This design comes from an exercise in tuning for small area, a short achievable clock period and few clock cycles per item on the open sky130 flow, not from production work. Only simulation tests tie the RTL to the original design; equivalence was not proved. Power figures rest on the tool's default switching activity, not on a simulated workload.

$ cat flow/constraint.sdc
create_clock -name core_clock -period 5.0 [get_ports {clk_i}]
set_input_delay 1.0000 -clock core_clock [delete_from_list [all_inputs] [get_ports {clk_i}]]
set_output_delay 1.0000 -clock core_clock [all_outputs]
set_load 0.01 [all_outputs]
$ cat flow/run.sh
#!/bin/bash
# synth_recipe.tcl (not shown) runs the flow's synth.tcl, then flattens the netlist and writes it again
# the make line also repeats each setting of config.mk as NAME=value (left out here)
make -C /OpenROAD-flow-scripts/flow DESIGN_CONFIG=/design/flow/config.mk WORK_HOME=/design/flow/orfs CLKGATE_MAP_FILE= SYNTH_SCRIPT=/design/flow/synth_recipe.tcl finish
$ cat flow/design.v
`timescale 1ns / 1ps
module csa_fa (
  input a, b, c,
  output s, co
);
  assign s = a ^ b ^ c;
  assign co = (a & b) | (a & c) | (b & c);
endmodule
module csa_ha (
  input a, b,
  output s, co
);
  assign s = a ^ b;
  assign co = a & b;
endmodule
`timescale 1ns / 1ps
module cube (
  input [7:0] x_bi,
  input [3:0] s_i,
  output [23:0] r1_o,
  output [16:0] r2_o,
  output cin_o
);
  wire [3:0] h = x_bi[7:4];
  wire [3:0] l = x_bi[3:0];
  wire [11:0] h3, l3;
  wire [9:0] h2x3, l2x3;
  assign h3[0] = h[0];
  assign h3[1] = (h[1] & h[0]);
  assign h3[2] = (h[2] & h[0]);
  assign h3[3] = (h[1] & ~h[0]) | (~h[3] & ~h[2] & h[1]) | (h[3] & h[2] & h[1]) | (~h[3] & h[2] & ~h[1] & h[0]) | (h[3] & ~h[2] & ~h[1] & h[0]);
  assign h3[4] = (h[3] & ~h[2] & h[0]) | (~h[3] & h[2] & h[1]) | (h[2] & ~h[1] & h[0]) | (~h[2] & h[1] & h[0]) | (h[2] & h[1] & ~h[0]);
  assign h3[5] = (h[3] & h[1]) | (~h[3] & h[2] & ~h[1] & h[0]);
  assign h3[6] = (~h[3] & h[2]) | (h[2] & ~h[1] & ~h[0]) | (h[3] & ~h[2] & h[1] & ~h[0]) | (h[3] & ~h[2] & ~h[1] & h[0]);
  assign h3[7] = (h[2] & h[1] & ~h[0]) | (h[3] & ~h[1] & h[0]) | (h[3] & h[1] & ~h[0]) | (h[3] & h[2] & ~h[0]);
  assign h3[8] = (h[2] & h[1] & h[0]) | (h[3] & ~h[2] & h[1]);
  assign h3[9] = (h[3] & ~h[0]) | (h[3] & ~h[2] & ~h[1]);
  assign h3[10] = (h[3] & h[1] & h[0]) | (h[3] & h[2] & ~h[1] & ~h[0]);
  assign h3[11] = (h[3] & h[2] & h[1]) | (h[3] & h[2] & h[0]);
  assign l3[0] = l[0];
  assign l3[1] = (l[1] & l[0]);
  assign l3[2] = (l[2] & l[0]);
  assign l3[3] = (l[1] & ~l[0]) | (~l[3] & ~l[2] & l[1]) | (l[3] & l[2] & l[1]) | (~l[3] & l[2] & ~l[1] & l[0]) | (l[3] & ~l[2] & ~l[1] & l[0]);
  assign l3[4] = (l[3] & ~l[2] & l[0]) | (~l[3] & l[2] & l[1]) | (l[2] & ~l[1] & l[0]) | (~l[2] & l[1] & l[0]) | (l[2] & l[1] & ~l[0]);
  assign l3[5] = (l[3] & l[1]) | (~l[3] & l[2] & ~l[1] & l[0]);
  assign l3[6] = (~l[3] & l[2]) | (l[2] & ~l[1] & ~l[0]) | (l[3] & ~l[2] & l[1] & ~l[0]) | (l[3] & ~l[2] & ~l[1] & l[0]);
  assign l3[7] = (l[2] & l[1] & ~l[0]) | (l[3] & ~l[1] & l[0]) | (l[3] & l[1] & ~l[0]) | (l[3] & l[2] & ~l[0]);
  assign l3[8] = (l[2] & l[1] & l[0]) | (l[3] & ~l[2] & l[1]);
  assign l3[9] = (l[3] & ~l[0]) | (l[3] & ~l[2] & ~l[1]);
  assign l3[10] = (l[3] & l[1] & l[0]) | (l[3] & l[2] & ~l[1] & ~l[0]);
  assign l3[11] = (l[3] & l[2] & l[1]) | (l[3] & l[2] & l[0]);
  assign h2x3[0] = h[0];
  assign h2x3[1] = h[0];
  assign h2x3[2] = (h[1] & ~h[0]);
  assign h2x3[3] = (h[1] & ~h[0]) | (~h[2] & h[1]) | (h[2] & ~h[1] & h[0]);
  assign h2x3[4] = (h[3] & ~h[1] & h[0]) | (h[2] & ~h[1] & ~h[0]) | (~h[3] & h[1] & h[0]);
  assign h2x3[5] = (h[3] & h[0]) | (~h[3] & h[2] & ~h[0]) | (h[3] & ~h[2] & h[1]) | (h[2] & ~h[1] & ~h[0]);
  assign h2x3[6] = (h[2] & h[1] & ~h[0]) | (h[3] & ~h[2] & ~h[1]) | (h[2] & ~h[1] & h[0]) | (h[3] & ~h[2] & h[0]);
  assign h2x3[7] = (h[3] & ~h[1]) | (h[2] & h[1] & h[0]);
  assign h2x3[8] = (h[3] & h[2] & ~h[1]) | (h[3] & ~h[2] & h[1]);
  assign h2x3[9] = (h[3] & h[2] & h[1]);
  assign l2x3[0] = l[0];
  assign l2x3[1] = l[0];
  assign l2x3[2] = (l[1] & ~l[0]);
  assign l2x3[3] = (l[1] & ~l[0]) | (~l[2] & l[1]) | (l[2] & ~l[1] & l[0]);
  assign l2x3[4] = (l[3] & ~l[1] & l[0]) | (l[2] & ~l[1] & ~l[0]) | (~l[3] & l[1] & l[0]);
  assign l2x3[5] = (l[3] & l[0]) | (~l[3] & l[2] & ~l[0]) | (l[3] & ~l[2] & l[1]) | (l[2] & ~l[1] & ~l[0]);
  assign l2x3[6] = (l[2] & l[1] & ~l[0]) | (l[3] & ~l[2] & ~l[1]) | (l[2] & ~l[1] & l[0]) | (l[3] & ~l[2] & l[0]);
  assign l2x3[7] = (l[3] & ~l[1]) | (l[2] & l[1] & l[0]);
  assign l2x3[8] = (l[3] & l[2] & ~l[1]) | (l[3] & ~l[2] & l[1]);
  assign l2x3[9] = (l[3] & l[2] & l[1]);
  wire hs0, hc0;
  csa_ha ha0 (.a(l3[9]), .b(h2x3[0] & l[1]), .s(hs0), .co(hc0));
  wire fs0, fc0;
  csa_fa fa0 (.a(l3[10]), .b(h2x3[0] & l[2]), .c(h2x3[1] & l[1]), .s(fs0), .co(fc0));
  wire hs1, hc1;
  csa_ha ha1 (.a(h2x3[2] & l[0]), .b(l2x3[3] & h[3]), .s(hs1), .co(hc1));
  wire fs1, fc1;
  csa_fa fa1 (.a(l3[11]), .b(h2x3[0] & l[3]), .c(h2x3[1] & l[2]), .s(fs1), .co(fc1));
  wire fs2, fc2;
  csa_fa fa2 (.a(h2x3[2] & l[1]), .b(h2x3[3] & l[0]), .c(l2x3[4] & h[3]), .s(fs2), .co(fc2));
  wire hs2, hc2;
  csa_ha ha2 (.a(l2x3[5] & h[2]), .b(l2x3[6] & h[1]), .s(hs2), .co(hc2));
  wire fs3, fc3;
  csa_fa fa3 (.a(h3[0]), .b(h2x3[1] & l[3]), .c(h2x3[2] & l[2]), .s(fs3), .co(fc3));
  wire fs4, fc4;
  csa_fa fa4 (.a(h2x3[3] & l[1]), .b(h2x3[4] & l[0]), .c(l2x3[5] & h[3]), .s(fs4), .co(fc4));
  wire fs5, fc5;
  csa_fa fa5 (.a(l2x3[6] & h[2]), .b(l2x3[7] & h[1]), .c(l2x3[8] & h[0]), .s(fs5), .co(fc5));
  wire fs6, fc6;
  csa_fa fa6 (.a(h3[1]), .b(h2x3[2] & l[3]), .c(h2x3[3] & l[2]), .s(fs6), .co(fc6));
  wire fs7, fc7;
  csa_fa fa7 (.a(h2x3[4] & l[1]), .b(h2x3[5] & l[0]), .c(l2x3[6] & h[3]), .s(fs7), .co(fc7));
  wire fs8, fc8;
  csa_fa fa8 (.a(l2x3[7] & h[2]), .b(l2x3[8] & h[1]), .c(l2x3[9] & h[0]), .s(fs8), .co(fc8));
  wire fs9, fc9;
  csa_fa fa9 (.a(h3[2]), .b(h2x3[3] & l[3]), .c(h2x3[4] & l[2]), .s(fs9), .co(fc9));
  wire fs10, fc10;
  csa_fa fa10 (.a(h2x3[5] & l[1]), .b(h2x3[6] & l[0]), .c(l2x3[7] & h[3]), .s(fs10), .co(fc10));
  wire hs3, hc3;
  csa_ha ha3 (.a(l2x3[8] & h[2]), .b(l2x3[9] & h[1]), .s(hs3), .co(hc3));
  wire fs11, fc11;
  csa_fa fa11 (.a(h3[3]), .b(h2x3[4] & l[3]), .c(h2x3[5] & l[2]), .s(fs11), .co(fc11));
  wire fs12, fc12;
  csa_fa fa12 (.a(h2x3[6] & l[1]), .b(h2x3[7] & l[0]), .c(l2x3[8] & h[3]), .s(fs12), .co(fc12));
  wire fs13, fc13;
  csa_fa fa13 (.a(h3[4]), .b(h2x3[5] & l[3]), .c(h2x3[6] & l[2]), .s(fs13), .co(fc13));
  wire hs4, hc4;
  csa_ha ha4 (.a(l3[7]), .b(l2x3[0] & h[3]), .s(hs4), .co(hc4));
  wire fs14, fc14;
  csa_fa fa14 (.a(l3[8]), .b(h2x3[0] & l[0]), .c(l2x3[1] & h[3]), .s(fs14), .co(fc14));
  wire hs5, hc5;
  csa_ha ha5 (.a(l2x3[2] & h[2]), .b(l2x3[3] & h[1]), .s(hs5), .co(hc5));
  wire fs15, fc15;
  csa_fa fa15 (.a(h2x3[1] & l[0]), .b(l2x3[2] & h[3]), .c(l2x3[3] & h[2]), .s(fs15), .co(fc15));
  wire fs16, fc16;
  csa_fa fa16 (.a(l2x3[4] & h[1]), .b(l2x3[5] & h[0]), .c(hs0), .s(fs16), .co(fc16));
  wire fs17, fc17;
  csa_fa fa17 (.a(l2x3[4] & h[2]), .b(l2x3[5] & h[1]), .c(l2x3[6] & h[0]), .s(fs17), .co(fc17));
  wire fs18, fc18;
  csa_fa fa18 (.a(hc0), .b(hs1), .c(fs0), .s(fs18), .co(fc18));
  wire fs19, fc19;
  csa_fa fa19 (.a(l2x3[7] & h[0]), .b(hc1), .c(hs2), .s(fs19), .co(fc19));
  wire fs20, fc20;
  csa_fa fa20 (.a(fc0), .b(fs1), .c(fs2), .s(fs20), .co(fc20));
  wire fs21, fc21;
  csa_fa fa21 (.a(hc2), .b(fc1), .c(fc2), .s(fs21), .co(fc21));
  wire fs22, fc22;
  csa_fa fa22 (.a(fs3), .b(fs4), .c(fs5), .s(fs22), .co(fc22));
  wire fs23, fc23;
  csa_fa fa23 (.a(fc3), .b(fc4), .c(fc5), .s(fs23), .co(fc23));
  wire fs24, fc24;
  csa_fa fa24 (.a(fs6), .b(fs7), .c(fs8), .s(fs24), .co(fc24));
  wire fs25, fc25;
  csa_fa fa25 (.a(hs3), .b(fc6), .c(fc7), .s(fs25), .co(fc25));
  wire fs26, fc26;
  csa_fa fa26 (.a(fc8), .b(fs10), .c(fs9), .s(fs26), .co(fc26));
  wire fs27, fc27;
  csa_fa fa27 (.a(l2x3[9] & h[2]), .b(hc3), .c(fc10), .s(fs27), .co(fc27));
  wire fs28, fc28;
  csa_fa fa28 (.a(fc9), .b(fs11), .c(fs12), .s(fs28), .co(fc28));
  wire fs29, fc29;
  csa_fa fa29 (.a(h2x3[7] & l[1]), .b(h2x3[8] & l[0]), .c(l2x3[9] & h[3]), .s(fs29), .co(fc29));
  wire fs30, fc30;
  csa_fa fa30 (.a(fc11), .b(fc12), .c(fs13), .s(fs30), .co(fc30));
  wire fs31, fc31;
  csa_fa fa31 (.a(h3[5]), .b(h2x3[6] & l[3]), .c(h2x3[7] & l[2]), .s(fs31), .co(fc31));
  wire fs32, fc32;
  csa_fa fa32 (.a(h2x3[8] & l[1]), .b(h2x3[9] & l[0]), .c(fc13), .s(fs32), .co(fc32));
  wire fs33, fc33;
  csa_fa fa33 (.a(h3[6]), .b(h2x3[7] & l[3]), .c(h2x3[8] & l[2]), .s(fs33), .co(fc33));
  wire hs6, hc6;
  csa_ha ha6 (.a(l3[6]), .b(l2x3[0] & h[2]), .s(hs6), .co(hc6));
  wire fs34, fc34;
  csa_fa fa34 (.a(l2x3[1] & h[2]), .b(l2x3[2] & h[1]), .c(l2x3[3] & h[0]), .s(fs34), .co(fc34));
  wire fs35, fc35;
  csa_fa fa35 (.a(l2x3[4] & h[0]), .b(hc4), .c(hs5), .s(fs35), .co(fc35));
  wire fs36, fc36;
  csa_fa fa36 (.a(hc5), .b(fc14), .c(fs15), .s(fs36), .co(fc36));
  wire fs37, fc37;
  csa_fa fa37 (.a(fc15), .b(fs17), .c(fc16), .s(fs37), .co(fc37));
  wire fs38, fc38;
  csa_fa fa38 (.a(fc17), .b(fs19), .c(fc18), .s(fs38), .co(fc38));
  wire fs39, fc39;
  csa_fa fa39 (.a(fc19), .b(fs21), .c(fc20), .s(fs39), .co(fc39));
  wire fs40, fc40;
  csa_fa fa40 (.a(fc21), .b(fs23), .c(fc22), .s(fs40), .co(fc40));
  wire fs41, fc41;
  csa_fa fa41 (.a(fc23), .b(fs25), .c(fc24), .s(fs41), .co(fc41));
  wire fs42, fc42;
  csa_fa fa42 (.a(fc25), .b(fs27), .c(fc26), .s(fs42), .co(fc42));
  wire fs43, fc43;
  csa_fa fa43 (.a(fs29), .b(fc27), .c(fc28), .s(fs43), .co(fc43));
  wire fs44, fc44;
  csa_fa fa44 (.a(fc29), .b(fs31), .c(fs32), .s(fs44), .co(fc44));
  wire fs45, fc45;
  csa_fa fa45 (.a(h2x3[9] & l[1]), .b(fc31), .c(fs33), .s(fs45), .co(fc45));
  wire fs46, fc46;
  csa_fa fa46 (.a(h3[7]), .b(h2x3[8] & l[3]), .c(h2x3[9] & l[2]), .s(fs46), .co(fc46));
  wire hs7, hc7;
  csa_ha ha7 (.a(l3[5]), .b(l2x3[0] & h[1]), .s(hs7), .co(hc7));
  wire fs47, fc47;
  csa_fa fa47 (.a(l2x3[1] & h[1]), .b(l2x3[2] & h[0]), .c(hs6), .s(fs47), .co(fc47));
  wire fs48, fc48;
  csa_fa fa48 (.a(hc6), .b(hs4), .c(fs34), .s(fs48), .co(fc48));
  wire fs49, fc49;
  csa_fa fa49 (.a(fc34), .b(fs14), .c(fs35), .s(fs49), .co(fc49));
  wire fs50, fc50;
  csa_fa fa50 (.a(fc35), .b(fs16), .c(fs36), .s(fs50), .co(fc50));
  wire fs51, fc51;
  csa_fa fa51 (.a(fc36), .b(fs18), .c(fs37), .s(fs51), .co(fc51));
  wire fs52, fc52;
  csa_fa fa52 (.a(fs20), .b(fc37), .c(fs38), .s(fs52), .co(fc52));
  wire fs53, fc53;
  csa_fa fa53 (.a(fs22), .b(fc38), .c(fs39), .s(fs53), .co(fc53));
  wire fs54, fc54;
  csa_fa fa54 (.a(fs24), .b(fc39), .c(fs40), .s(fs54), .co(fc54));
  wire fs55, fc55;
  csa_fa fa55 (.a(fs26), .b(fc40), .c(fs41), .s(fs55), .co(fc55));
  wire fs56, fc56;
  csa_fa fa56 (.a(fs28), .b(fc41), .c(fs42), .s(fs56), .co(fc56));
  wire fs57, fc57;
  csa_fa fa57 (.a(fs30), .b(fc42), .c(fs43), .s(fs57), .co(fc57));
  wire fs58, fc58;
  csa_fa fa58 (.a(fc30), .b(fc43), .c(fs44), .s(fs58), .co(fc58));
  wire fs59, fc59;
  csa_fa fa59 (.a(fc32), .b(fs45), .c(fc44), .s(fs59), .co(fc59));
  wire fs60, fc60;
  csa_fa fa60 (.a(fc33), .b(fs46), .c(fc45), .s(fs60), .co(fc60));
  wire fs61, fc61;
  csa_fa fa61 (.a(h3[8]), .b(h2x3[9] & l[3]), .c(fc46), .s(fs61), .co(fc61));
  wire hs8, hc8;
  csa_ha ha8 (.a(l3[0]), .b(s_i[0]), .s(hs8), .co(hc8));
  wire fs62, fc62;
  csa_fa fa62 (.a(s_i[1]), .b(hc8), .c(l3[1]), .s(fs62), .co(fc62));
  wire fs63, fc63;
  csa_fa fa63 (.a(s_i[2]), .b(l3[2]), .c(fc62), .s(fs63), .co(fc63));
  wire fs64, fc64;
  csa_fa fa64 (.a(s_i[3]), .b(l3[3]), .c(fc63), .s(fs64), .co(fc64));
  wire fs65, fc65;
  csa_fa fa65 (.a(l3[4]), .b(l2x3[0] & h[0]), .c(fc64), .s(fs65), .co(fc65));
  assign r1_o = {h3[11], h3[10], h3[9], fs61, fs60, fc58, fc57, fc56, fc55, fc54, fc53, fc52, fc51, fc50, fc49, fc48, fc47, hc7, l2x3[1] & h[0], fs65, fs64, fs63, fs62, hs8};
  assign r2_o = {fc61, fc60, fc59, fs59, fs58, fs57, fs56, fs55, fs54, fs53, fs52, fs51, fs50, fs49, fs48, fs47, hs7};
  assign cin_o = fc65;
endmodule
`timescale 1ns / 1ps
module sqrt(
  input [7:0] x_i,
  output reg [3:0] y_o
);
  integer k;
  always @(*) begin
    y_o = 4'd0;
    for (k = 1; k < 16; k = k + 1)
      if (x_i >= k * k) y_o = k;
  end
endmodule
`timescale 1ns / 1ps
module func(
	input clk_i,
	input rst_i,
	input start_i,
	input [7:0] a_i,
	input [7:0] b_i,
	input change_mode,
	output [1:0] busy_o,
	output [15:0] y_o
);
  reg [7:0] a;
  reg [3:0] root;
  reg busy;
  reg mode;
  reg cleared;
  reg [23:0] row1;
  reg [16:0] row2;
  reg row_c;
  wire next_c;
  wire [3:0] result_sqrt;
  wire [23:0] next1;
  wire [16:0] next2;
  wire [23:0] part_result;
  wire accept = start_i & ~busy;
  sqrt sqrt1(.x_i(b_i), .y_o(result_sqrt));
  cube cube1(.x_bi(a), .s_i(root), .r1_o(next1), .r2_o(next2), .cin_o(next_c));
  assign part_result = cleared ? 24'd0 : {row1[23:5] + {1'b0, 1'b0, row2[16], row2[15], row2[14], row2[13], row2[12], row2[11], row2[10], row2[9], row2[8], row2[7], row2[6], row2[5], row2[4], row2[3], row2[2], row2[1], row2[0]} + row_c, row1[4:0]};
  assign busy_o = {1'b0, busy};
  assign y_o[7:0] = mode ? part_result[23:16] : part_result[7:0];
  assign y_o[15:8] = mode ? 8'h00 : part_result[15:8];
  always @(posedge clk_i) begin
    row1 <= next1;
    row2 <= next2;
    row_c <= next_c;
    if (accept) begin
      a <= a_i;
      root <= result_sqrt;
    end
    if (rst_i) begin
      mode <= 1'b0;
      busy <= 1'b0;
      cleared <= 1'b1;
    end else begin
      if (change_mode) mode <= ~mode;
      busy <= accept;
      if (accept) cleared <= 1'b0;
    end
  end
endmodule
$ cat flow/config.mk
export PLATFORM = sky130hd
export DESIGN_NAME = func
export DESIGN_NICKNAME = func
export VERILOG_FILES = /design/flow/design.v
export SDC_FILE = /design/flow/constraint.sdc
export NUM_CORES = 4
export LEC_CHECK = 0
export CAP_MARGIN = 20
export CORE_MARGIN = 2
export CORE_UTILIZATION = 40
export SETUP_SLACK_MARGIN = 2.2
export SLEW_MARGIN = 20
==> impl_metrics.py, run 1 <==
metrics = {
    "critical_path": {
        "worst_r2r_endpoint": "row2[12]$_DFF_P_",
        "worst_path_dominant_cell_family": "compound AO/OA/AOI/OAI gates",
        "critical_path_arrival_ps": 2730,
        "critPathBufInv": 4,
        "r2r_setup_slk_ps": 1740,
        "r2r_cells": 12,
        "cp.depth": 11,
        "path_common_cell": "buf_6",
        "worstPathCellList": "fa_2 > buf_6 > a211oi_4 > buf_4 > o21ai_4 > buf_6 > a21boi_2 > nor3b_1 > or3_1 > a22o_1 > buf_2",
        "crit_slowest_cell": "fa_2",
        "worst-endpoint-required_ps": 4000,
        "critical_path.max_fanout": 3,
        "crit_path_start_kind": "flop",
        "cpPeakStageDelay_ps": 420,
        "endpoint_kind": "output port",
        "worstSetupPathType": "flop to output port",
        "rr_startpoint": "a[5]$_DFFE_PP_",
    },
    "cells_and_area": {
        "fillers": 1028,
        "final_util": 0.576,
        "drive_gt1_frac": 0.385,
        "fin_nets": 798,
        "antennaDiodeCount": 0,
        "areaGrowthSynthToFinish_pct": 40.8,
    },
    "yosys": {
        "syn-cell-area_mm2": 0.00514,
        "synth_seq_cells": 57,
        "synth-edff-count": 12,
        "async_reset_ff_frac": 0,
        "synthFlopType": "dfxtp_1",
        "synth_fp_nets": 697,
        "synth.distinct_cells": 58,
        "seq_area_frac_synth": 0.245,
        "postSynthAreaPerCell_um2": 8.78,
        "synthCells": 585,
        "synth_warnings": 2,
    },
    "pwr": {
        "power_frac_clock": 0.220,
        "p_leak_nw": 3.26,
        "vdd.ir_drop.worst_mv": 0.196,
        "power.sequential.fraction": 0.218,
        "switching_share": 0.404,
        "p_switching_mw": 1.20,
        "post-layout-total-power_mw": 2.98,
        "power.share.combinational": 0.562,
        "power_per_cell_area_mw_per_mm2": 412,
        "intPower_mw": 1.78,
    },
    "clocking": {
        "tritoncts": "done",
        "ctsHtreeMaxLevel": 3,
        "clock_latency_on_the_worst_skew_pair_ps": 330,
        "cts_buffer_depth": 2,
        "cts_hold_buffers": 0,
        "root_buffer_cell": "clkbuf_16",
        "clk_transition_reported_paths_ps": 60,
        "tritoncts.num_buffers": 9,
        "cts_num_sinks": 57,
    },
    "timing": {
        "grt_setup_unrepaired": "true",
        "totalNegativeSetupSlack_ps": 0,
        "period_needed_ps": 3730,
        "clock-skew-final_ps": 9.58,
        "final_hold_violating_endpoints": 0,
        "final-max-slew-violation-count": 0,
        "fin_crit_sh": 0.746,
        "maxClockFrequency_ghz": 0.268,
        "setup-violations-final": 0,
    },
    "floorplan": {
        "die_h_um": 117,
        "die_w_um": 117,
        "std_cell_rows": 41,
        "initial_utilization": 0.409,
        "coreArea_mm2": 0.0126,
        "die_area_mm2": 0.0138,
        "design.portCount": 38,
    },
    "drt": {
        "drt-wirelength-per-cell_um": 16.6,
        "drcViolationCount": 0,
        "route.vias.total": 4456,
        "detail_route.wirelength_um": 14300,
        "via_per_inst": 5.16,
        "number_of_detailed_routing_iterations_run_before_antenna_repair": 5,
        "detail-route-antenna-nets": 0,
        "drt-initial-drc-count": 250,
    },
    "placed_design": {
        "routabilityCongestion": 0.865,
        "dp_hpwl_um": 9650,
        "port_buffers": 36,
    },
    "min_path": {
        "worstHoldStart": "root[0]$_SDFFCE_PP1P_",
        "worstHoldEndpoint": "row1[0]$_DFF_P_",
        "worst_hold_path.num_cells": 1,
        "worstHoldPathType": "flop to flop",
    },
    "outcome": {
        "run_status": "complete, no violations",
    },
    "global_route": {
        "number_of_global_route_vias_before_repair": 4513,
        "global_route.usage.total": 0.211,
        "overflow": 0,
        "grt_max_degree": 21,
        "grt_antenna_before_repair": 0,
        "grt_first_pass_wirelength_um": 23100,
    },
    "run": {
        "max_cap_violations": 0,
    },
}
[synth_stat cells (5+ instances only)]
master     n  area share
a211oi_1   5      0.0073
a21oi_1   28       0.027
and2_1    12       0.015
and3_1     7      0.0085
clkbuf_1  19       0.014
dfxtp_1   45        0.18
edfxtp_1  12       0.070
fa_1      67        0.26
ha_1      25       0.061
inv_1     98       0.072
nand2_1   73       0.053
nand2b_1   6      0.0073
nand3_1   11       0.011
nor2_1    44       0.032
nor2b_1    8      0.0097
nor3_1    12       0.012
o21a_1     5      0.0073
o21ai_0   15       0.015
or2_2      5      0.0061
or3_1      7      0.0085
xnor2_1    9       0.015
xor2_1    12       0.020
[cell type report]
| class | count | area (µm²) | share of cell area |
|---|---|---|---|
| Multi-Input combinational cell | 403 | 4040 | 0.558 |
| Sequential cell | 57 | 1260 | 0.175 |
| Timing Repair Buffer | 116 | 1010 | 0.140 |
| Inverter | 99 | 384 | 0.0531 |
| Clock buffer | 10 | 250 | 0.0346 |
| Tap cell | 172 | 215 | 0.0297 |
| Clock inverter | 6 | 72.6 | 0.0100 |
[power groups by stage]
stage	Clock, mW	Combinational, mW	Sequential [mW]
finish	0.655	1.68	0.652
global route	0.686	1.83	0.663
CTS	0.663	1.48	0.651
detailed placement	0	1.23	0.663
global placement	0	1.22	0.662
floorplan	0	0.914	0.630
[placed cells by master (no fill, tap or decap), drive strengths merged, types with 17 or more instances in the layout]
master         count
a21oi             28
buf               95
clkdlybuf4s50     20
dfxtp             45
fa                67
ha                25
inv               99
nand2             73
nor2              44
o21ai             17
[worst max path at each step]
stage,to,slack (ps),startpoint
final,y_o[2],1270,row_c$_DFF_P_
after global routing,y_o[2],1150,row_c$_DFF_P_
after CTS,y_o[7],1250,row1[5]$_DFF_P_
after detailed placement,y_o[7],1250,row2[0]$_DFF_P_
after global placement,y_o[7],1280,row_c$_DFF_P_
after floorplan,y_o[7],1810,row_c$_DFF_P_
[registers in the layout, summed over array words and instances, names as in the netlist]
signal,cells
row2,17
row1,24
a,8
mode,1
root,4
busy,1
row_c,1
cleared,1
[per-stage QoR]
| stage | cells | area, µm² | hold slack [ps] | setup slack, ps |
|---|---|---|---|---|
| 3_3_place_gp | 772 | 5850 | 504 | 1280 |
| 4_1_cts | 850 | 6880 | 539 | 1250 |
| 3_5_place_dp | 772 | 5850 | 516 | 1250 |
| 5_1_grt | 863 | 7240 | 564 | 1150 |
| 6_report | 863 | 7240 | 540 | 1270 |
| 2_1_floorplan | 585 | 5440 | 437 | 1810 |
[cell families after synthesis]
family | count (synthesis) | share of synthesized area
compound gates | 88 | 0.112
xor+xnor | 21 | 0.0358
fa+ha+maj | 92 | 0.322
buf+inv | 125 | 0.0930
flops | 57 | 0.245
mux | 6 | 0.0124
other cells | 1 | 0.000730
simple gates | 195 | 0.179
[per-layer routing]
metal  routed length (µm)  part of all wire  track usage
met1                 6120              0.43        0.269
met2                 7190              0.50        0.362
met4                  210             0.015       0.0670
met5                    0                 0            0
met3                  775             0.054       0.0399
[what timing repair did]
item,in CTS,in global routing
endpoints found under the setup margin,41,39
gates resized for setup,138,72
setup buffers,62,13
pin swaps,59,48
Testbench counts, summed over its fixed seeds: cycles 3,200, items 1,600.
==> inputs of run 2 (changes only) <==
--- a/flow/config.mk
+++ b/flow/config.mk
@@ -8,5 +8,5 @@
 export CAP_MARGIN = 20
 export CORE_MARGIN = 2
 export CORE_UTILIZATION = 40
-export SETUP_SLACK_MARGIN = 2.2
+export SETUP_SLACK_MARGIN = 1.5
 export SLEW_MARGIN = 20
==> impl_metrics.py, run 2 <==
metrics = {
    "cells_and_area": {
        "largest_registers": "row1: 24 flops, row2: 17 flops, a: 8 flops",
        "post_layout_nonfiller_instances": 813,
        "fillers": 1179,
        "drive_gt1_frac": 0.167,
        "layout_common_cells": "inv_1 (93), nand2_1 (70), fa_1 (63)",
        "final_cell_area_mm2": 0.00634,
        "areaGrowthSynthToFinish_pct": 23.3,
        "antennaDiodeCount": 0,
        "fin_nets": 748,
        "mostFrequentLayoutCell": "inv_1",
        "top_register": "row1",
        "largest_register_ff_count": 24,
    },
    "drt": {
        "routed_length_on_met2_um": 6050,
        "detail-route-antenna-nets": 0,
        "drcViolationCount": 0,
        "highest_layer": "met4",
        "detail_route.wirelength_um": 12700,
        "drt-initial-drc-count": 245,
        "wirelength_met1_um": 5720,
        "number_of_detailed_routing_iterations_run_before_antenna_repair": 4,
        "met3WireLength_um": 602,
        "route.vias.total": 4063,
        "via_per_inst": 5.00,
        "drt-wirelength-per-cell_um": 15.6,
    },
    "timing": {
        "slew-limit-headroom": 0.665,
        "setup-violations-final": 0,
        "clock-skew-final_ps": 8.10,
        "fin_crit_sh": 0.745,
        "grt_setup_unrepaired": "true",
        "worstMarginPinSlew_ps": 502,
        "period_needed_ps": 3730,
        "maxClockFrequency_ghz": 0.268,
        "final_hold_violating_endpoints": 0,
        "final-max-slew-violation-count": 0,
        "totalNegativeSetupSlack_ps": 0,
        "post-route-worst-setup-slack_ps": 1270,
    },
    "yosys": {
        "yosys.cell_count.top_type": "inv_1",
        "main_combinational_cell_family_by_area_after_synthesis": "adder cells",
        "synthesized_area_fraction_occupied_by_xor_and_xnor_cells": 0.0358,
        "synth_compound_area_frac": 0.112,
        "synth_fp_nets": 697,
        "syn-cell-area_mm2": 0.00514,
        "seq_area_frac_synth": 0.245,
        "postSynthAreaPerCell_um2": 8.78,
        "async_reset_ff_frac": 0,
        "synth_top_cell_area_share": 0.261,
        "synth.distinct_cells": 58,
        "synth_warnings": 2,
        "synthFlopType": "dfxtp_1",
        "cell_types_with_the_highest_counts_after_synthesis": "inv_1 (98), nand2_1 (73), fa_1 (67), dfxtp_1 (45), nor2_1 (44)",
        "yosys-top-cells-area": "fa_1 (26%), dfxtp_1 (18%), inv_1 (7.2%)",
        "synth_largest_area_cell": "fa_1",
        "synthCells": 585,
        "post_synth_and_or_nand_nor_area_fraction": 0.179,
        "post_synth_mux_area_share": 0.0124,
        "synthAdderAreaFrac": 0.322,
        "synth_seq_cells": 57,
        "synth-edff-count": 12,
    },
    "clocking": {
        "tritoncts.num_buffers": 9,
        "cts_hold_buffers": 0,
        "cts_buffer_depth": 2,
        "tritoncts": "done",
        "root_buffer_cell": "clkbuf_16",
        "cts_num_sinks": 57,
        "clock_latency_on_the_worst_skew_pair_ps": 340,
        "ctsHtreeMaxLevel": 3,
        "clk_transition_reported_paths_ps": 60,
    },
    "placed_design": {
        "post-place-cells": 773,
        "post-place-ws_ps": 1110,
        "placed_cell_area_mm2": 0.00565,
        "port_buffers": 36,
        "routabilityCongestion": 0.890,
        "dp_hpwl_um": 9520,
    },
    "critical_path": {
        "endpoint_kind": "output port",
        "critical_path.max_fanout": 6,
        "crit_slowest_cell": "fa_2",
        "worstPathCellList": "fa_2 > inv_2 > fa_2 > nor2b_4 > o2111a_1 > or3_4 > nor4bb_2 > a311oi_1 > o31ai_1 > buf_2",
        "worstSetupPathType": "flop to output port",
        "worst-endpoint-required_ps": 4000,
        "cpPeakStageDelay_ps": 410,
        "crit_path_start_kind": "flop",
        "critical_path_arrival_ps": 2730,
        "path_common_cell": "fa_2",
    },
    "global_route": {
        "grt_antenna_before_repair": 0,
        "overflow": 0,
        "grt_max_degree": 24,
        "grt_first_pass_wirelength_um": 20600,
        "number_of_global_route_vias_before_repair": 4191,
        "global_route.usage.total": 0.188,
    },
    "floorplan": {
        "die_area_mm2": 0.0138,
        "initial_utilization": 0.409,
        "std_cell_rows": 41,
        "die_w_um": 117,
        "design.portCount": 38,
        "die_h_um": 117,
        "coreArea_mm2": 0.0126,
    },
    "pwr": {
        "post-layout-total-power_mw": 2.68,
        "power_per_cell_area_mw_per_mm2": 422,
        "vdd.ir_drop.worst_mv": 0.149,
        "p_leak_nw": 2.90,
    },
    "run": {
        "max_cap_violations": 0,
    },
    "min_path": {
        "worstHoldPathType": "flop to flop",
    },
    "outcome": {
        "run_status": "complete, no violations",
    },
}
## run 2: worst paths after layout
path / to / start / slack, ps / depth (start not counted)
max: y_o[7] / row_c$_DFF_P_ / 1270 / 10
min reg2reg: row1[0]$_DFF_P_ / root[0]$_SDFFCE_PP1P_ / 500 / 1
min: row1[0]$_DFF_P_ / root[0]$_SDFFCE_PP1P_ / 500 / 1
max reg2reg: row2[8]$_DFF_P_ / a[1]$_DFFE_PP_ / 1640 / 11
## run 2: where the power goes
part	internal, mW	leakage (nW)	switching [mW]
Combinational	0.625	2.27	0.812
Sequential	0.591	0.490	0.0561
Clock	0.344	0.139	0.247
## run 2: cell type report
cell class                 count  area (µm²)  area share
sequential                    57        1260       0.199
clock inverter                 7        60.1     0.00948
timing repair buffer          66         593      0.0936
clock buffer                   9         225      0.0355
multi-input combinational    403        3600       0.569
inverter                      99         375      0.0592
tap                          172         215      0.0340
## run 2: logic make-up (layout without fill, tap and decap cells)
kind of cell	count (synthesis)	count (layout)
AOI/OAI and AO/OA	88	88
xor gates and xnor gates	21	21
adders and majority gates	92	92
buffers and inverters	125	181
DFF	57	57
muxes	6	6
other	1	1
and+or+nand+nor	195	195
## run 2: metrics by stage
step	utilization	hold WS [ps]
floorplan	-	437
global placement	0.450	472
detailed placement	0.450	485
CTS	0.483	503
global route	0.504	509
finish	0.504	504
## run 2: critical path, delay by kind of cell, from the launching register on
family	cells	cell delay, ps
AOI/OAI and AO/OA	3	600
DFF	1	320
and+or+nand+nor	3	610
buffers and inverters	2	220
adders and majority gates	2	640
## run 2: repair_timing
action | 4_1_cts | 5_1_grt
pin swaps | 9 | 20
setup endpoints to repair | 29 | 24
gates cloned | 0 | 1
resized for setup | 56 | 44
buffers inserted | 7 | 16
## run 2: routing by layer
metal | global-route usage | vias to the layer above
met3 | 0.0370 | 22
met2 | 0.313 | 106
li1 | - | 1978
met1 | 0.241 | 1957
met5 | 0 | -
met4 | 0.0776 | 0
==> inputs of run 3 (changes only) <==
--- a/flow/config.mk
+++ b/flow/config.mk
@@ -7,6 +7,7 @@
 export LEC_CHECK = 0
 export CAP_MARGIN = 20
 export CORE_MARGIN = 2
-export CORE_UTILIZATION = 40
+export CORE_UTILIZATION = 65
+export PLACE_DENSITY = 0.75
 export SETUP_SLACK_MARGIN = 1.5
 export SLEW_MARGIN = 20
==> impl_metrics.py, run 3 <==
metrics = {
    "outcome": {
        "run_status": "complete, no violations",
    },
    "cells_and_area": {
        "layout_common_cells": "inv_1 (97), nand2_1 (72), fa_1 (65)",
        "largest_register_ff_count": 24,
        "largest_registers": "row1: 24 flops, row2: 17 flops, a: 8 flops",
        "antennaDiodeCount": 0,
        "fin_nets": 756,
        "drive_gt1_frac": 0.168,
        "areaGrowthSynthToFinish_pct": 21.0,
        "fillers": 467,
        "mostFrequentLayoutCell": "inv_1",
        "top_register": "row1",
    },
    "clocking": {
        "tritoncts.num_buffers": 9,
        "cts_hold_buffers": 0,
        "cts_buffer_depth": 2,
        "ctsHtreeMaxLevel": 3,
        "cts_num_sinks": 57,
        "clk_transition_reported_paths_ps": 80,
        "clock_latency_on_the_worst_skew_pair_ps": 340,
        "tritoncts": "done",
        "root_buffer_cell": "clkbuf_8",
    },
    "timing": {
        "totalNegativeSetupSlack_ps": 0,
        "grt_setup_unrepaired": "true",
        "final_hold_violating_endpoints": 0,
        "fin_crit_sh": 0.738,
        "period_needed_ps": 3690,
        "maxClockFrequency_ghz": 0.271,
        "final-max-slew-violation-count": 0,
        "setup-violations-final": 0,
        "clock-skew-final_ps": 17.3,
    },
    "critical_path": {
        "crit_slowest_cell": "fa_2",
        "critical_path.max_fanout": 3,
        "critical_path_arrival_ps": 2690,
        "worstPathCellList": "fa_2 > buf_4 > a211oi_4 > o21ai_2 > buf_6 > a21boi_4 > nor3b_2 > or3_4 > a22o_1 > buf_2",
        "worstSetupPathType": "flop to output port",
        "worst-endpoint-required_ps": 4000,
        "crit_path_start_kind": "flop",
        "endpoint_kind": "output port",
        "r2r_cells": 12,
        "cp-startpoint": "row_c$_DFF_P_",
        "rr_startpoint": "a[1]$_DFFE_PP_",
        "cpPeakStageDelay_ps": 400,
    },
    "yosys": {
        "synthCells": 585,
        "synth_warnings": 2,
        "seq_area_frac_synth": 0.245,
        "async_reset_ff_frac": 0,
        "cell_types_with_the_highest_counts_after_synthesis": "inv_1 (98), nand2_1 (73), fa_1 (67), dfxtp_1 (45), nor2_1 (44)",
        "postSynthAreaPerCell_um2": 8.78,
        "synthFlopType": "dfxtp_1",
        "synth_largest_area_cell": "fa_1",
        "yosys.cell_count.top_type": "inv_1",
        "synth_top_cell_area_share": 0.261,
        "synth.distinct_cells": 58,
        "synth_fp_nets": 697,
        "syn-cell-area_mm2": 0.00514,
        "synth-edff-count": 12,
        "synth_seq_cells": 57,
        "yosys-top-cells-area": "fa_1 (26%), dfxtp_1 (18%), inv_1 (7.2%)",
    },
    "pwr": {
        "vdd.ir_drop.worst_mv": 0.178,
        "post-layout-total-power_mw": 2.60,
        "power_per_cell_area_mw_per_mm2": 419,
        "p_leak_nw": 2.94,
    },
    "drt": {
        "route.vias.total": 4340,
        "detail_route.wirelength_um": 13000,
        "detail-route-antenna-nets": 0,
        "met3WireLength_um": 1030,
        "highest_layer": "met4",
        "drt-initial-drc-count": 312,
        "wirelength_met1_um": 5170,
        "number_of_detailed_routing_iterations_run_before_antenna_repair": 5,
        "via_per_inst": 5.78,
        "drt-wirelength-per-cell_um": 17.3,
        "routed_length_on_met2_um": 6300,
        "drcViolationCount": 0,
    },
    "floorplan": {
        "die_w_um": 92.9,
        "std_cell_rows": 32,
        "initial_utilization": 0.668,
        "die_h_um": 92.9,
        "die_area_mm2": 0.00863,
        "design.portCount": 38,
        "coreArea_mm2": 0.00769,
    },
    "min_path": {
        "worstHoldPathType": "flop to flop",
        "worstHoldStart": "root[0]$_SDFFCE_PP1P_",
        "worst_hold_path.num_cells": 1,
    },
    "placed_design": {
        "port_buffers": 36,
        "routabilityCongestion": 0.924,
        "dp_hpwl_um": 8920,
    },
    "global_route": {
        "global_route.usage.total": 0.319,
        "grt_max_degree": 23,
        "grt_first_pass_wirelength_um": 21100,
        "overflow": 0,
        "grt_antenna_before_repair": 0,
        "number_of_global_route_vias_before_repair": 4290,
    },
    "run": {
        "max_cap_violations": 0,
    },
}
run 3: cell counts after synthesis:
No cell type changed its count.
run 3: layout make-up:
cell class              instances  area, µm²  area share
clock inverters                 7       76.3      0.0123
flip-flops and latches         57       1260       0.203
clock buffers                   9        124      0.0199
well taps                     102        128      0.0205
inverters                      99        373      0.0600
repair buffers                 74        633       0.102
multi-input cells             403       3620       0.582
run 3: logic make-up (layout without fill, tap and decap cells):
logic type / count (synthesis) / in the layout / synth area share
simple gates: 195 / 195 / 0.179
buf+inv: 125 / 189 / 0.0930
fa+ha+maj: 92 / 92 / 0.322
compound gates: 88 / 88 / 0.112
flops: 57 / 57 / 0.245
xor+xnor: 21 / 21 / 0.0358
mux: 6 / 6 / 0.0124
other cells: 1 / 1 / 0.000730
run 3: worst max-delay path, delay by kind of cell, from the launching register on:
kind | cells | cell delay (ps)
AO/OA/AOI/OAI | 4 | 780
buffers and inverters | 3 | 460
adder cells (fa/ha/maj) | 1 | 400
AND/OR/NAND/NOR | 2 | 390
flip-flops | 1 | 330
run 3: final timing paths:
check	end	slack (ps)
setup reg to reg	row2[7]$_DFF_P_	1520
hold / removal	row1[0]$_DFF_P_	500
hold reg to reg	row1[0]$_DFF_P_	500
setup / recovery	y_o[2]	1310
run 3: repair_timing:
action                     CTS  global route
setup endpoints to repair   29            25
buffers inserted            16            18
gates resized for setup     67            24
pin swaps                   13             9
run 3: routing by layer:
metal,vias to the layer above,global-route usage
li1,1989,-
met1,2062,0.412
met2,239,0.534
met3,50,0.0675
met4,0,0.114
met5,-,0
run 3: stage by stage:
stage	hold WS [ps]	utilization	area [µm²]	setup WS (ps)	instances
finish	499	0.809	6220	1310	751
global placement	475	0.722	5550	1200	701
CTS	489	0.777	5980	1330	733
floorplan	437	-	5140	1680	585
detailed placement	464	0.722	5550	1140	701
global route	509	0.809	6220	1200	751
run 3: power breakdown:
group | switching (mW) | internal (mW)
Sequential | 0.0701 | 0.591
Clock | 0.211 | 0.234
Combinational | 0.847 | 0.650
==> inputs of run 4 (changes only) <==
--- a/flow/config.mk
+++ b/flow/config.mk
@@ -9,5 +9,5 @@
 export CORE_MARGIN = 2
 export CORE_UTILIZATION = 65
 export PLACE_DENSITY = 0.75
-export SETUP_SLACK_MARGIN = 1.5
+export SETUP_SLACK_MARGIN = 1.8
 export SLEW_MARGIN = 20
==> impl_metrics.py, run 4 <==
metrics = {
    "cells_and_area": {
        "layout_common_cells": "inv_1 (80), nand2_1 (57), buf_4 (53)",
        "top_register": "row1",
        "largest_register_ff_count": 24,
        "final_cell_area_mm2": 0.00687,
        "fin_nets": 786,
        "largest_registers": "row1: 24 flops, row2: 17 flops, a: 8 flops",
        "multi_input_area_mm2": 0.00396,
        "mostFrequentLayoutCell": "inv_1",
        "fillers": 316,
        "antennaDiodeCount": 0,
        "layout.area.seq_mm2": 0.00127,
        "drive_gt1_frac": 0.321,
        "final_util": 0.894,
        "areaGrowthSynthToFinish_pct": 33.8,
    },
    "clocking": {
        "clk_transition_reported_paths_ps": 80,
        "root_buffer_cell": "clkbuf_8",
        "tritoncts.num_buffers": 9,
        "clock_latency_on_the_worst_skew_pair_ps": 360,
        "tritoncts": "done",
        "cts_num_sinks": 57,
        "ctsHtreeMaxLevel": 3,
        "cts_hold_buffers": 0,
        "cts_buffer_depth": 2,
    },
    "timing": {
        "period_needed_ps": 3780,
        "clock-skew-final_ps": 11.2,
        "post-route-worst-setup-slack_ps": 1220,
        "final-max-slew-violation-count": 0,
        "worstMarginPinSlew_ps": 517,
        "slew-limit-headroom": 0.651,
        "setup-violations-final": 0,
        "totalNegativeSetupSlack_ps": 0,
        "final_hold_violating_endpoints": 0,
        "grt_setup_unrepaired": "true",
        "maxClockFrequency_ghz": 0.264,
        "fin_crit_sh": 0.757,
    },
    "run": {
        "max_cap_violations": 0,
    },
    "yosys": {
        "synth.distinct_cells": 58,
        "synth_fp_nets": 697,
        "yosys-top-cells-area": "fa_1 (26%), dfxtp_1 (18%), inv_1 (7.2%)",
        "yosys.cell_count.top_type": "inv_1",
        "synthFlopType": "dfxtp_1",
        "synth_top_cell_area_share": 0.261,
        "seq_area_frac_synth": 0.245,
        "synthCells": 585,
        "synth-edff-count": 12,
        "synth_seq_cells": 57,
        "async_reset_ff_frac": 0,
        "cell_types_with_the_highest_counts_after_synthesis": "inv_1 (98), nand2_1 (73), fa_1 (67), dfxtp_1 (45), nor2_1 (44)",
        "syn-cell-area_mm2": 0.00514,
        "synth_warnings": 2,
        "postSynthAreaPerCell_um2": 8.78,
        "synth_largest_area_cell": "fa_1",
    },
    "floorplan": {
        "coreArea_mm2": 0.00769,
        "die_h_um": 92.9,
        "die_w_um": 92.9,
        "die_area_mm2": 0.00863,
        "design.portCount": 38,
        "std_cell_rows": 32,
        "initial_utilization": 0.668,
    },
    "pwr": {
        "p_leak_nw": 3.16,
        "p_switching_mw": 1.27,
        "power_frac_clock": 0.151,
        "intPower_mw": 1.54,
        "power_per_cell_area_mw_per_mm2": 408,
        "post-layout-total-power_mw": 2.81,
        "switching_share": 0.453,
        "power.share.combinational": 0.607,
        "power.sequential.fraction": 0.242,
        "vdd.ir_drop.worst_mv": 0.212,
    },
    "global_route": {
        "number_of_global_route_vias_before_repair": 4717,
        "overflow": 0,
        "grt_first_pass_wirelength_um": 23300,
        "global_route.usage.total": 0.355,
        "grt_antenna_before_repair": 0,
        "grt_max_degree": 16,
    },
    "critical_path": {
        "crit_path_start_kind": "flop",
        "endpoint_kind": "output port",
        "critical_path.max_fanout": 5,
        "critical_path_arrival_ps": 2780,
        "cp-startpoint": "row_c$_DFF_P_",
        "rr_startpoint": "a[6]$_DFFE_PP_",
        "worstSetupPathType": "flop to output port",
        "worst-endpoint-required_ps": 4000,
    },
    "drt": {
        "number_of_detailed_routing_iterations_run_before_antenna_repair": 5,
        "route.vias.total": 4990,
        "drt-initial-drc-count": 456,
        "drcViolationCount": 0,
        "detail_route.wirelength_um": 18300,
        "drt-wirelength-per-cell_um": 23.4,
        "via_per_inst": 6.39,
        "detail-route-antenna-nets": 0,
    },
    "placed_design": {
        "dp_hpwl_um": 9240,
        "port_buffers": 36,
        "post-place-ws_ps": 1220,
        "routabilityCongestion": 0.864,
        "placed_cell_area_mm2": 0.00557,
    },
    "min_path": {
        "worstHoldStart": "root[0]$_SDFFCE_PP1P_",
        "worstHoldPathType": "flop to flop",
    },
    "outcome": {
        "run_status": "complete, no violations",
    },
}
-- run 4: cell counts after synthesis --
No cell type changed its count.
-- run 4: per-layer routing --
| layer | up-vias | wire length (µm) | GRT usage |
|---|---|---|---|
| li1 | 2050 | - | - |
| met1 | 2374 | 6310 | 0.434 |
| met3 | 141 | 1810 | 0.0692 |
| met2 | 425 | 8720 | 0.594 |
| met4 | 0 | 1460 | 0.191 |
| met5 | - | 0 | 0 |
-- run 4: layout make-up --
class,count,share of cell area
timing repair buffer,104,0.137
multi-input combinational,403,0.576
clock buffer,9,0.0180
inverter,99,0.0564
sequential,57,0.184
clock inverter,7,0.00910
tap,102,0.0186
-- run 4: worst paths after layout --
check | to | slack, ps | cells after the start
worst max-delay path | y_o[7] | 1220 | 11
worst min-delay path | row1[0]$_DFF_P_ | 480 | 1
worst max register to register | row2[12]$_DFF_P_ | 1670 | 13
worst min register to register | row1[0]$_DFF_P_ | 480 | 1
-- run 4: repair_timing --
action,4_1_cts,5_1_grt
setup buffers,36,25
endpoints found under the hold margin,0,0
setup endpoints to repair,34,31
gates resized for setup,118,92
gates cloned,2,0
pin swaps,32,58
-- run 4: cell families (layout without fill, tap and decap cells) --
kind of cell,after synthesis,in the layout,share of synthesized area
XOR/XNOR,21,21,0.0358
flip-flops,57,57,0.245
multiplexers,6,6,0.0124
adder cells (fa/ha/maj),92,92,0.322
AND/OR/NAND/NOR,195,195,0.179
other,1,1,0.000730
AO/OA/AOI/OAI,88,88,0.112
buffers and inverters,125,219,0.0930
-- run 4: metrics by stage --
stage / hold slack (ps) / cells
2_1_floorplan: 437 / 585
3_3_place_gp: 450 / 702
3_5_place_dp: 456 / 702
4_1_cts: 473 / 756
5_1_grt: 496 / 781
6_report: 478 / 781
-- run 4: worst max-delay path, cell delays in order (launching register included) --
cell,delay [ps]
dfxtp_2,330
fa_2,410
inv_2,80
fa_2,240
nor2b_4,50
o2111a_1,260
or3_4,380
buf_6,140
nand4_1,100
a211oi_2,80
o31ai_2,190
buf_2,160
-- run 4: power groups by stage --
| stage | Sequential, mW | Clock (mW) | Combinational, mW |
|---|---|---|---|
| after CTS | 0.668 | 0.414 | 1.45 |
| after floorplan | 0.628 | 0 | 0.863 |
| after detailed placement | 0.665 | 0 | 1.17 |
| final | 0.680 | 0.423 | 1.71 |
| after global routing | 0.686 | 0.441 | 1.82 |
| after global placement | 0.661 | 0 | 1.14 |
==> inputs of run 5 (changes only) <==
--- a/flow/config.mk
+++ b/flow/config.mk
@@ -7,7 +7,9 @@
 export LEC_CHECK = 0
 export CAP_MARGIN = 20
 export CORE_MARGIN = 2
-export CORE_UTILIZATION = 65
-export PLACE_DENSITY = 0.75
-export SETUP_SLACK_MARGIN = 1.8
+export CORE_UTILIZATION = 40
+export CTS_BUF_LIST = sky130_fd_sc_hd__clkbuf_8
+export CTS_CLUSTER_DIAMETER = 100
+export CTS_CLUSTER_SIZE = 30
+export SETUP_SLACK_MARGIN = 1.5
 export SLEW_MARGIN = 20
==> impl_metrics.py, run 5 <==
metrics = {
    "global_route": {
        "overflow": 0,
        "grt_antenna_before_repair": 0,
        "number_of_global_route_vias_before_repair": 4232,
        "grt_first_pass_wirelength_um": 20600,
        "global_route.usage.total": 0.188,
        "grt_max_degree": 24,
    },
    "yosys": {
        "synth_warnings": 2,
        "synth_top_cell_area_share": 0.261,
        "async_reset_ff_frac": 0,
        "cell_types_with_the_highest_counts_after_synthesis": "inv_1 (98), nand2_1 (73), fa_1 (67), dfxtp_1 (45), nor2_1 (44)",
        "synthFlopType": "dfxtp_1",
        "synth_fp_nets": 697,
        "yosys.cell_count.top_type": "inv_1",
        "synth_seq_cells": 57,
        "yosys-top-cells-area": "fa_1 (26%), dfxtp_1 (18%), inv_1 (7.2%)",
        "synth.distinct_cells": 58,
        "synthCells": 585,
        "synth-edff-count": 12,
        "postSynthAreaPerCell_um2": 8.78,
        "syn-cell-area_mm2": 0.00514,
        "seq_area_frac_synth": 0.245,
        "synth_largest_area_cell": "fa_1",
    },
    "pwr": {
        "power_per_cell_area_mw_per_mm2": 404,
        "power.share.combinational": 0.578,
        "p_switching_mw": 1.09,
        "intPower_mw": 1.42,
        "p_leak_nw": 2.85,
        "power.sequential.fraction": 0.258,
        "power_frac_clock": 0.163,
        "vdd.ir_drop.worst_mv": 0.145,
        "switching_share": 0.435,
    },
    "drt": {
        "detail_route.wirelength_um": 12600,
        "route.vias.total": 4046,
        "drcViolationCount": 0,
        "detail-route-antenna-nets": 0,
        "drt-wirelength-per-cell_um": 15.6,
        "via_per_inst": 4.99,
        "number_of_detailed_routing_iterations_run_before_antenna_repair": 7,
        "drt-initial-drc-count": 289,
    },
    "timing": {
        "grt_setup_unrepaired": "true",
        "totalNegativeSetupSlack_ps": 0,
        "worstMarginPinSlew_ps": 514,
        "maxClockFrequency_ghz": 0.267,
        "final_hold_violating_endpoints": 0,
        "fin_crit_sh": 0.749,
        "clock-skew-final_ps": 14.1,
        "setup-violations-final": 0,
        "slew-limit-headroom": 0.657,
        "fin_hold_ws_ps": 522,
        "period_needed_ps": 3740,
        "final-max-slew-violation-count": 0,
    },
    "cells_and_area": {
        "top_register": "row1",
        "areaGrowthSynthToFinish_pct": 21.1,
        "largest_register_ff_count": 24,
        "post_layout_nonfiller_instances": 811,
        "fin_nets": 746,
        "mostFrequentLayoutCell": "inv_1",
        "layout_common_cells": "inv_1 (93), nand2_1 (70), fa_1 (63)",
        "antennaDiodeCount": 0,
        "largest_registers": "row1: 24 flops, row2: 17 flops, a: 8 flops",
        "drive_gt1_frac": 0.166,
    },
    "clocking": {
        "cts_num_sinks": 57,
        "clk_transition_reported_paths_ps": 80,
        "root_buffer_cell": "clkbuf_8",
        "tritoncts": "done",
        "clock_latency_on_the_worst_skew_pair_ps": 350,
        "ctsHtreeMaxLevel": 3,
        "tritoncts.num_buffers": 9,
        "cts_hold_buffers": 0,
        "cts_buffer_depth": 2,
    },
    "min_path": {
        "worst_hold_path.num_cells": 1,
        "worstHoldPathType": "flop to flop",
    },
    "critical_path": {
        "critical_path_arrival_ps": 2740,
        "endpoint_kind": "output port",
        "critical_path.max_fanout": 6,
        "r2r_cells": 10,
        "crit_path_start_kind": "flop",
        "worstSetupPathType": "flop to output port",
        "worst-endpoint-required_ps": 4000,
    },
    "floorplan": {
        "coreArea_mm2": 0.0126,
        "std_cell_rows": 41,
        "die_area_mm2": 0.0138,
        "design.portCount": 38,
        "die_h_um": 117,
        "die_w_um": 117,
        "initial_utilization": 0.409,
    },
    "outcome": {
        "run_status": "complete, no violations",
    },
    "placed_design": {
        "port_buffers": 36,
        "post-place-cells": 773,
        "dp_hpwl_um": 9520,
        "routabilityCongestion": 0.890,
    },
    "run": {
        "max_cap_violations": 0,
    },
}
[run 5: cell families after synthesis]
group,share of synthesized area
buf+inv,0.0930
simple gates,0.179
compound gates,0.112
other cells,0.000730
flops,0.245
mux,0.0124
xor+xnor,0.0358
fa+ha+maj,0.322
[run 5: power by group through the flow]
stage | sequential (mW) | combinational [mW] | clock (mW)
global route | 0.662 | 1.62 | 0.445
floorplan | 0.628 | 0.861 | 0
finish | 0.650 | 1.46 | 0.411
global placement | 0.655 | 1.18 | 0
CTS | 0.648 | 1.32 | 0.424
detailed placement | 0.657 | 1.20 | 0
[run 5: final timing paths]
kind | from | to | slack [ps]
max reg2reg | a[6]$_DFFE_PP_ | row2[10]$_DFF_P_ | 1620
min reg2reg | root[0]$_SDFFCE_PP1P_ | row1[0]$_DFF_P_ | 520
min | root[0]$_SDFFCE_PP1P_ | row1[0]$_DFF_P_ | 520
max | row_c$_DFF_P_ | y_o[7] | 1260
[run 5: layout make-up]
class,instances,area (µm²)
clock inverters,7,60.1
repair buffers,64,573
multi-input cells,403,3620
fillers,1181,6340
clock buffers,9,124
inverters,99,373
well taps,172,215
flip-flops and latches,57,1260
[run 5: routing by layer]
layer  track usage  vias up  wire length, µm
met5             0        -                0
met4        0.0791        0              344
met3        0.0375       21              591
met2         0.312      111             6040
met1         0.239     1941             5670
li1              -     1973                -
[run 5: timing repair]
action / CTS / global route
pin swaps: 10 / 18
buffers inserted: 7 / 14
setup endpoints to repair: 29 / 23
gates resized for setup: 60 / 42
gates cloned: 0 / 1
[run 5: critical path: stages, from the launching register on]
cell and delay [ps]:
dfxtp_2 330, fa_2 410, inv_2 70, fa_2 230, nor2b_4 50, o2111a_1 260
or3_4 370, nor4bb_2 180, a311oi_1 260, o31ai_1 90, buf_2 150
[run 5: per-stage QoR]
stage          worst slack (ps)  cell area [µm²]   util  power [mW]
6_report                   1260             6220  0.495        2.52
2_1_floorplan              1680             5140      -        1.49
5_1_grt                    1130             6220  0.495        2.72
3_5_place_dp               1110             5650  0.450        1.85
4_1_cts                    1270             5980  0.476        2.39
3_3_place_gp               1170             5650  0.450        1.83
==> inputs of run 6 (changes only) <==
--- a/flow/config.mk
+++ b/flow/config.mk
@@ -7,9 +7,12 @@
 export LEC_CHECK = 0
 export CAP_MARGIN = 20
 export CORE_MARGIN = 2
-export CORE_UTILIZATION = 40
+export CORE_UTILIZATION = 65
 export CTS_BUF_LIST = sky130_fd_sc_hd__clkbuf_8
 export CTS_CLUSTER_DIAMETER = 100
 export CTS_CLUSTER_SIZE = 30
+export PLACE_DENSITY = 0.75
 export SETUP_SLACK_MARGIN = 1.5
 export SLEW_MARGIN = 20
+export SYNTH_HIERARCHICAL = 1
+export SYNTH_MINIMUM_KEEP_SIZE = 0
==> impl_metrics.py, run 6 <==
metrics = {
    "floorplan": {
        "die_area_mm2": 0.00916,
        "design.portCount": 38,
        "die_h_um": 95.7,
        "std_cell_rows": 33,
        "die_w_um": 95.7,
        "coreArea_mm2": 0.00818,
        "initial_utilization": 0.669,
    },
    "yosys": {
        "synth_seq_cells": 57,
        "cell_types_with_the_highest_counts_after_synthesis": "fa_1 (68), buf_4 (47), dfxtp_1 (45), and2_1 (37), nor2_1 (37)",
        "yosys-top-cells-area": "fa_1 (25%), dfxtp_1 (16%), edfxtp_1 (6.6%)",
        "async_reset_ff_frac": 0,
        "synth-edff-count": 12,
        "seq_area_frac_synth": 0.231,
        "yosys.cell_count.top_type": "fa_1",
        "synth_top_cell_area_share": 0.249,
        "syn-cell-area_mm2": 0.00547,
        "synth_largest_area_cell": "fa_1",
        "synthFlopType": "dfxtp_1",
        "synth_warnings": 8,
        "postSynthAreaPerCell_um2": 9.64,
        "synthCells": 567,
        "synth.distinct_cells": 65,
        "synth_fp_nets": 680,
    },
    "drt": {
        "number_of_detailed_routing_iterations_run_before_antenna_repair": 5,
        "detail_route.wirelength_um": 13200,
        "route.vias.total": 4213,
        "drt-wirelength-per-cell_um": 19.3,
        "via_per_inst": 6.14,
        "drcViolationCount": 0,
        "drt-initial-drc-count": 192,
        "detail-route-antenna-nets": 0,
    },
    "timing": {
        "maxClockFrequency_ghz": 0.258,
        "final-max-slew-violation-count": 0,
        "clock-skew-final_ps": 10.8,
        "fin_crit_sh": 0.777,
        "period_needed_ps": 3880,
        "setup-violations-final": 0,
        "final_hold_violating_endpoints": 0,
        "grt_setup_unrepaired": "true",
        "worstMarginPinSlew_ps": 710,
        "slew-limit-headroom": 0.526,
        "totalNegativeSetupSlack_ps": 0,
    },
    "cells_and_area": {
        "post_layout_nonfiller_instances": 686,
        "mostFrequentLayoutCell": "fa_1",
        "largest_registers": "row1: 24 flops, row2: 17 flops, a: 8 flops",
        "top_register": "row1",
        "largest_register_ff_count": 24,
        "fin_nets": 689,
        "areaGrowthSynthToFinish_pct": 12.2,
        "layout_common_cells": "fa_1 (66), dfxtp_1 (43), and2_1 (37)",
        "drive_gt1_frac": 0.177,
        "antennaDiodeCount": 0,
    },
    "pwr": {
        "vdd.ir_drop.worst_mv": 0.202,
        "post-layout-total-power_mw": 2.64,
        "p_leak_nw": 2.66,
        "power_per_cell_area_mw_per_mm2": 430,
    },
    "critical_path": {
        "critical_path.max_fanout": 2,
        "worstSetupPathType": "flop to output port",
        "worst-endpoint-required_ps": 4000,
        "endpoint_kind": "output port",
        "crit_path_start_kind": "flop",
        "critical_path_arrival_ps": 2880,
    },
    "clocking": {
        "root_buffer_cell": "clkbuf_8",
        "clk_transition_reported_paths_ps": 70,
        "tritoncts": "done",
        "clock_latency_on_the_worst_skew_pair_ps": 340,
        "cts_num_sinks": 57,
        "cts_hold_buffers": 0,
        "tritoncts.num_buffers": 9,
        "cts_buffer_depth": 2,
        "ctsHtreeMaxLevel": 3,
    },
    "global_route": {
        "global_route.usage.total": 0.306,
        "grt_first_pass_wirelength_um": 20800,
        "grt_antenna_before_repair": 0,
        "grt_max_degree": 18,
        "number_of_global_route_vias_before_repair": 4087,
        "overflow": 0,
    },
    "outcome": {
        "run_status": "complete, no violations",
    },
    "run": {
        "max_cap_violations": 0,
    },
    "placed_design": {
        "routabilityCongestion": 0.955,
        "dp_hpwl_um": 9330,
        "post-place-cells": 635,
        "port_buffers": 36,
    },
    "min_path": {
        "worstHoldPathType": "flop to flop",
    },
}
-- run 6: cell types whose count changed after synthesis, moves of 9 or more --
cell | previous run | this run
buf_2 | 1 | 15
nand2_1 | 73 | 33
and2_1 | 12 | 37
buf_4 | 2 | 47
inv_1 | 98 | 11
clkbuf_1 | 19 | 8
o21ai_0 | 15 | 24
-- run 6: repair_timing --
action,CTS,global route
buffers inserted,17,18
resized for setup,64,20
setup endpoints to repair,26,17
pin swaps,14,10
-- run 6: cell families (layout without fill, tap and decap cells) --
family | after synthesis | after routing | synth area share
fa+ha+maj | 93 | 93 | 0.306
buf+inv | 88 | 102 | 0.0993
other cells | 1 | 1 | 0.000686
flops | 57 | 57 | 0.231
compound gates | 121 | 121 | 0.149
xor+xnor | 18 | 18 | 0.0288
mux | 3 | 3 | 0.00549
simple gates | 186 | 186 | 0.179
-- run 6: cell type report --
type | count | area, µm²
multi-input cells | 422 | 3820
fillers | 565 | 2040
flip-flops and latches | 57 | 1260
repair buffers | 72 | 621
clock buffers | 10 | 138
well taps | 105 | 131
clock inverters | 6 | 105
inverters | 14 | 56.3
-- run 6: per-stage QoR --
| stage | util | hold WS [ps] | setup WS (ps) | cell area [µm²] |
|---|---|---|---|---|
| detailed placement | 0.670 | 467 | 1050 | 5480 |
| floorplan | - | 478 | 1630 | 5470 |
| finish | 0.750 | 483 | 1120 | 6130 |
| global route | 0.750 | 494 | 1060 | 6130 |
| CTS | 0.725 | 479 | 1070 | 5920 |
| global placement | 0.670 | 479 | 1080 | 5480 |
-- run 6: routing by layer --
| metal | up-vias | global-route usage | part of all wire |
|---|---|---|---|
| met3 | 39 | 0.0478 | 0.071 |
| met1 | 2020 | 0.395 | 0.42 |
| met4 | 0 | 0.131 | 0.030 |
| met5 | - | 0 | 0 |
| met2 | 217 | 0.513 | 0.48 |
| li1 | 1937 | - | - |
-- run 6: report_power, final --
group          leakage, nW  switching [mW]  internal (mW)  total [mW]
logic                 2.04           0.809          0.636        1.44
clock network        0.128           0.201          0.343       0.544
registers            0.491          0.0585          0.589       0.648
-- run 6: modules after synthesis (local to each module, per instance) --
module	times used	cell area (µm²)
sqrt	1	203
csa_ha	9	12.5
csa_fa	66	20.0
func	1	2530
cube	1	1300
-- run 6: final timing paths --
path | slack, ps | startpoint | depth (start not counted) | endpoint
worst max register to register | 1660 | a[5]$_DFFE_PP_ | 7 | row2[11]$_DFF_P_
worst max-delay path | 1120 | row1[5]$_DFF_P_ | 9 | y_o[7]
worst min register to register | 480 | root[0]$_DFFE_PP_ | 1 | row1[0]$_DFF_P_
worst min-delay path | 480 | root[0]$_DFFE_PP_ | 1 | row1[0]$_DFF_P_
-- run 6: worst max-delay path, cell delays in order (launching register included) --
cell and delay (ps):
dfxtp_2 330, fa_2 400, fa_2 360, a21o_1 200, a221oi_4 300, buf_4 170, o32ai_2 90, or3_1 320
a32o_1 240, buf_2 130

## separate check: timing with driven ports
The results above use ideal ports. As a check the final layouts listed here were re-extracted and re-timed, cells and wires unchanged. Step 1 (the two cells are an assumption about what drives the block):
set clk [get_ports {clk_i}]
set_driving_cell -lib_cell sky130_fd_sc_hd__clkbuf_16 $clk
set_driving_cell -lib_cell sky130_fd_sc_hd__buf_2 [delete_from_list [all_inputs] $clk]
Step 2 moves the port delays by t, midway between the first and last clock arrival at a register: inputs arrive t later, outputs are due t later. That takes back most of the time a late clock gives input paths. Three values: ideal ports, drivers, drivers and shift; two values: the first two.
run	shift t [ns]	setup slack, ns	worst setup path after step 2
run 1	0.366	1.272 / 1.234 / 1.600	register to output
run 2	0.372	1.275 / 1.237 / 1.609	register to output
run 3	0.371	1.312 / 1.275 / 1.522	register to register
run 4	0.389	1.217 / 1.183 / 1.572	register to output
run 5	0.375	1.256 / 1.223 / 1.598	register to output
run 6	0.371	1.117 / 1.083 / 1.454	register to output
After both steps setup and hold are still met in every run listed.
